This design comes from an exercise in tuning for small area and a short achievable clock period on the open sky130 flow, not from production work. Only the layout flow was run in this run; the RTL was not checked for function there.

===== run.sh =====
#!/bin/bash
# synth_recipe.tcl (not shown) runs the flow's synth.tcl, then flattens the netlist and writes it again
# the make line also repeats each setting of config.mk as NAME=value (left out here)
make -C /OpenROAD-flow-scripts/flow DESIGN_CONFIG=/design/flow/config.mk WORK_HOME=/design/flow/orfs CLKGATE_MAP_FILE= SYNTH_SCRIPT=/design/flow/synth_recipe.tcl finish

===== config.mk =====
export PLATFORM = sky130hd
export DESIGN_NAME = fft_complex_compute
export DESIGN_NICKNAME = fft_complex_compute
export VERILOG_FILES = /design/flow/design.v
export SDC_FILE = /design/flow/constraint.sdc
export NUM_CORES = 4
export LEC_CHECK = 0
export CAP_MARGIN = 20
export CORE_MARGIN = 2
export CORE_UTILIZATION = 40
export SLEW_MARGIN = 20

===== constraint.sdc =====
create_clock -name core_clock -period 8.0 [get_ports {clk}]
set_input_delay 1.6000 -clock core_clock [delete_from_list [all_inputs] [get_ports {clk}]]
set_output_delay 1.6000 -clock core_clock [all_outputs]
set_load 0.01 [all_outputs]

===== design.v =====
module fft_complex_compute #(
  parameter DATA_WIDTH = 32
) (
  input  logic clk,
  input  logic [DATA_WIDTH-1:0] x_N,
  input  logic [DATA_WIDTH-1:0] x_M,
  input  logic [DATA_WIDTH-1:0] w_N,
  output logic [DATA_WIDTH-1:0] y_N,
  output logic [DATA_WIDTH-1:0] y_M
);
  localparam H = DATA_WIDTH/2;
  logic signed [H-1:0] reg_x_N_r, reg_x_N_i;
  logic signed [H-1:0] dly_x_N_r, dly_x_N_i;
  logic signed [H-1:0] reg_x_M_r, reg_x_M_i;
  logic signed [H-1:0] reg_w_N_r, reg_w_N_i;
  logic signed [H-1:0] add_y_N_r, add_y_N_i;
  logic signed [H-1:0] add_y_M_r, add_y_M_i;
  logic signed [DATA_WIDTH-1:0] mul_y_N_r, mul_y_N_i;
  logic signed [DATA_WIDTH-1:0] mul_y_M_r, mul_y_M_i;
  always_ff @(posedge clk) begin
    reg_x_N_r <= x_N[DATA_WIDTH-1:H];
    reg_x_N_i <= x_N[H-1:0];
    reg_x_M_r <= x_M[DATA_WIDTH-1:H];
    reg_x_M_i <= x_M[H-1:0];
    reg_w_N_r <= w_N[DATA_WIDTH-1:H];
    reg_w_N_i <= w_N[H-1:0];
  end
  always_ff @(posedge clk) begin
    dly_x_N_r <= reg_x_N_r;
    dly_x_N_i <= reg_x_N_i;
  end
  always_ff @(posedge clk) begin
    mul_y_N_r <= reg_w_N_r*reg_x_M_r;
    mul_y_M_r <= reg_w_N_i*reg_x_M_i;
    mul_y_N_i <= reg_w_N_r*reg_x_M_i;
    mul_y_M_i <= reg_w_N_i*reg_x_M_r;
  end
  always_ff @(posedge clk) begin
    add_y_N_r <= dly_x_N_r + mul_y_N_r[DATA_WIDTH-3:H-2] - mul_y_M_r[DATA_WIDTH-3:H-2];
    add_y_M_r <= dly_x_N_r - mul_y_N_r[DATA_WIDTH-3:H-2] + mul_y_M_r[DATA_WIDTH-3:H-2];
    add_y_N_i <= dly_x_N_i + mul_y_N_i[DATA_WIDTH-3:H-2] + mul_y_M_i[DATA_WIDTH-3:H-2];
    add_y_M_i <= dly_x_N_i - mul_y_N_i[DATA_WIDTH-3:H-2] - mul_y_M_i[DATA_WIDTH-3:H-2];
  end
  assign y_N = {add_y_N_r,add_y_N_i};
  assign y_M = {add_y_M_r,add_y_M_i};
endmodule

==> results.txt <==
stage by stage:
stage                     hold WS [ns]  setup slack (ns)  instances  utilization
after floorplan                  0.310              1.94       4809            -
after global placement           0.311              1.10       6360        0.435
after detailed placement         0.312              1.01       6360        0.435
after CTS                        0.321             0.982       6423        0.445
after global routing             0.327             0.628       6424        0.445
final                            0.319             0.998       6425        0.445
worst max path at each step:
stage,end,cells past startpoint
finish,mul_y_M_r[29],21
global route,mul_y_M_r[29],19
global placement,mul_y_M_r[29],21
CTS,mul_y_M_r[29],21
detailed placement,mul_y_M_r[29],21
floorplan,mul_y_M_i[29],23
layer usage:
layer  part of all wire  global-route usage
met1               0.43               0.265
met2               0.50               0.363
met3              0.045              0.0268
met4              0.029              0.0594
met5            0.00011                   0
cell families after synthesis:
group,synth area share
AOI/OAI and AO/OA,0.0340
xor gates and xnor gates,0.0317
adders and majority gates,0.562
buffers and inverters,0.122
DFF,0.112
muxes,0.000220
and+or+nand+nor,0.139
layout by cell type, fill, tap and decap left out, drive strengths merged, types with 5 or more instances in the layout:
| cell | synthesis | layout |
|---|---|---|
| clkbuf | 191 | 46 |
| o2111ai | 8 | 8 |
| and2 | 487 | 487 |
| and4 | 6 | 6 |
| o21a | 13 | 13 |
| or3 | 5 | 5 |
| nand3 | 17 | 17 |
| a2111oi | 10 | 10 |
| xnor2 | 135 | 135 |
| o21ai | 51 | 51 |
| o211ai | 10 | 10 |
| and3 | 16 | 16 |
| a21oi | 66 | 66 |
| dfxtp | 255 | 255 |
| xor2 | 30 | 30 |
| nand2b | 35 | 35 |
| clkdlybuf4s50 | 0 | 160 |
| nand2 | 512 | 512 |
| nor2b | 14 | 14 |
| nand4 | 12 | 12 |
| a211oi | 5 | 5 |
| nor3 | 22 | 22 |
| a21boi | 11 | 11 |
| inv | 1282 | 1288 |
| fa | 1049 | 1049 |
| nor2 | 125 | 125 |
| ha | 366 | 366 |
| a21o | 21 | 21 |
| buf | 2 | 84 |
| o21bai | 5 | 5 |
critical path, stage by stage, from the launching register on:
cell and delay, ns:
dfxtp_1 1.02, buf_4 0.38, nand2_1 0.11, fa_1 0.52
fa_1 0.53, fa_1 0.52, inv_1 0.06, fa_1 0.48
fa_1 0.51, inv_1 0.05, fa_1 0.49, inv_1 0.05
ha_1 0.30, and4_1 0.23, a21oi_1 0.18, o211ai_1 0.11
a31o_2 0.30, a21oi_1 0.19, o22ai_1 0.14, o41ai_1 0.41
o21bai_1 0.13, xnor2_1 0.14
final cells by class:
type                    instances  area, um2  area share
flip-flops and latches        255       5110       0.102
clock inverters                17        221     0.00441
clock buffers                  46        990      0.0197
well taps                    1500       1880      0.0374
multi-input cells            3078      34900       0.695
inverters                    1283       4820      0.0960
repair buffers                244       2260      0.0450
diodes                          2       5.00   0.0000998
==> flow_metrics.env <==
export IMPL_min_period_over_period=0.875
export IMPL_cts_sinks=255
export IMPL_clockRootBuffer="clkbuf_16"
export IMPL_synth_top_area_cell="fa_1"
export IMPL_r2r_start="reg_x_M_i[1]"
export IMPL_num_rows=123
export IMPL_num_vias=30700
export IMPL_synth_edf_count=0
export IMPL_max_freq_mhz=143
export IMPL_grt_pass1_wl_mm=187
export IMPL_initial_core_util=0.404
export IMPL_synth_nets=6321
export IMPL_r2r_worst_path_cells=21
export IMPL_die_area_um2=117000
export IMPL_hold_path_depth=0
export IMPL_hold_buffers=0
export IMPL_cts_buffer_depth=3
export IMPL_core_um2=113000
export IMPL_die_height_um=341
export IMPL_post_cts_buffers=0
export IMPL_cp_arrival_ns=7.45
export IMPL_drive_gt1_frac=0.0325
export IMPL_portBuffers=160
export IMPL_reg2reg_to="mul_y_M_r[29]"
export IMPL_drc=0
export IMPL_yosysWarnings=1
export IMPL_status="timing/DRC/antenna clean"
export IMPL_drt_iter0_drc=1505
export IMPL_start_kind="flop"
export IMPL_grt_pass1_vias=34000
export IMPL_yosysTopAreaCellShare=0.461
export IMPL_worst_slew_pin_slew_ns=1.07
export IMPL_synth_area_um2=45500
export IMPL_slew_headroom=0.285
export IMPL_synthTopCellsByCount="inv_1, fa_1, nand2_1, and2_1, ha_1"
export IMPL_syn_to_final_growth_pct=10.2
export IMPL_cp_required_ns=8.44
export IMPL_ctsHtreeMaxLevel=2
export IMPL_grt_use_total=0.206
export IMPL_placed_cell_area_um2=49000
export IMPL_antenna_left=0
export IMPL_hold_class="reg -> reg"
export IMPL_whs_endpoint="dly_x_N_r[14]"
export IMPL_slew_viol_final=0
export IMPL_die_x_um=341
export IMPL_max_cap_violations=0
export IMPL_hold_viol=0
export IMPL_ys_types=64
export IMPL_grt_max_degree=33
export IMPL_final_fill_count=10900
export IMPL_ys_ff_latch=255
export IMPL_gp_congestion=0.883
export IMPL_syn_inst=4809
export IMPL_first_pass_iters=5
export IMPL_path_clk_slew_ns=0.05
export IMPL_synth_area_top_cells="fa_1, dfxtp_1, inv_1"
export IMPL_startpoint="reg_x_M_i[1]"
export IMPL_async_flop_share=0
export IMPL_antenna_found_initial=7
export IMPL_wl_mm=114
export IMPL_worstSetupPathType="reg -> reg"
export IMPL_io_pin_count=161
export IMPL_fin_crit_ns=7.00
export IMPL_dpl_hpwl_mm=93.6
export IMPL_layout_nets=6410
export IMPL_setup_tns_ns=0
export IMPL_synth_ff_type="dfxtp_1"
export IMPL_clock_latency_ns=0.60
export IMPL_cts_resized=0
export IMPL_cp_end_kind="flop"
export IMPL_syn_area_per_cell_um2=9.47
export IMPL_clock_skew_ns=0.0469
export IMPL_wl_per_cell_um=17.8
export IMPL_reg2reg_setup_slack_ns=1.0
export IMPL_rsz0062_at_grt="no"
export IMPL_avgViaCountPerCell=4.78
export IMPL_globalRouteOverflowTotal=0
export IMPL_setup_violations=0
export IMPL_post_route_cell_area_um2=50200
export IMPL_cts_tree="built"
export IMPL_cts_buffers=36
export IMPL_min_delay_start="reg_x_N_r[14]"
export IMPL_yosysMostFrequentCell="inv_1"
export IMPL_yosysSeqAreaShare=0.112
export IMPL_crit_fanout=17

==> afterwards: timing with drivers on the ports <==
The flow's constraints put no driver on any port. The routed layout listed below was extracted and timed again, unchanged, in two steps. Step 1 sets driving cells, clkbuf_16 on the clock port and buf_2 on the other inputs (assumed; they add their load-dependent delay and slew). Step 2 also shifts input and output timing later by t, the mid clock arrival at the registers, as if the neighbouring blocks saw the same clock. a / b / c = no drivers / after step 1 / after step 2; a / b = the first two.
shift t [ns]: 0.651
setup slack, ns: 0.998 / 0.998 / 0.998
hold WS [ns]: 0.319 / 0.319 / 0.319
worst register clock-pin slew, ns: 0.08 / 0.08
worst slew at a driven data input, ns: 0.09
After both steps this run still meets setup and hold. The setup slack of this run moves by 0.000 ns with the drivers and by 0.000 ns with both steps.
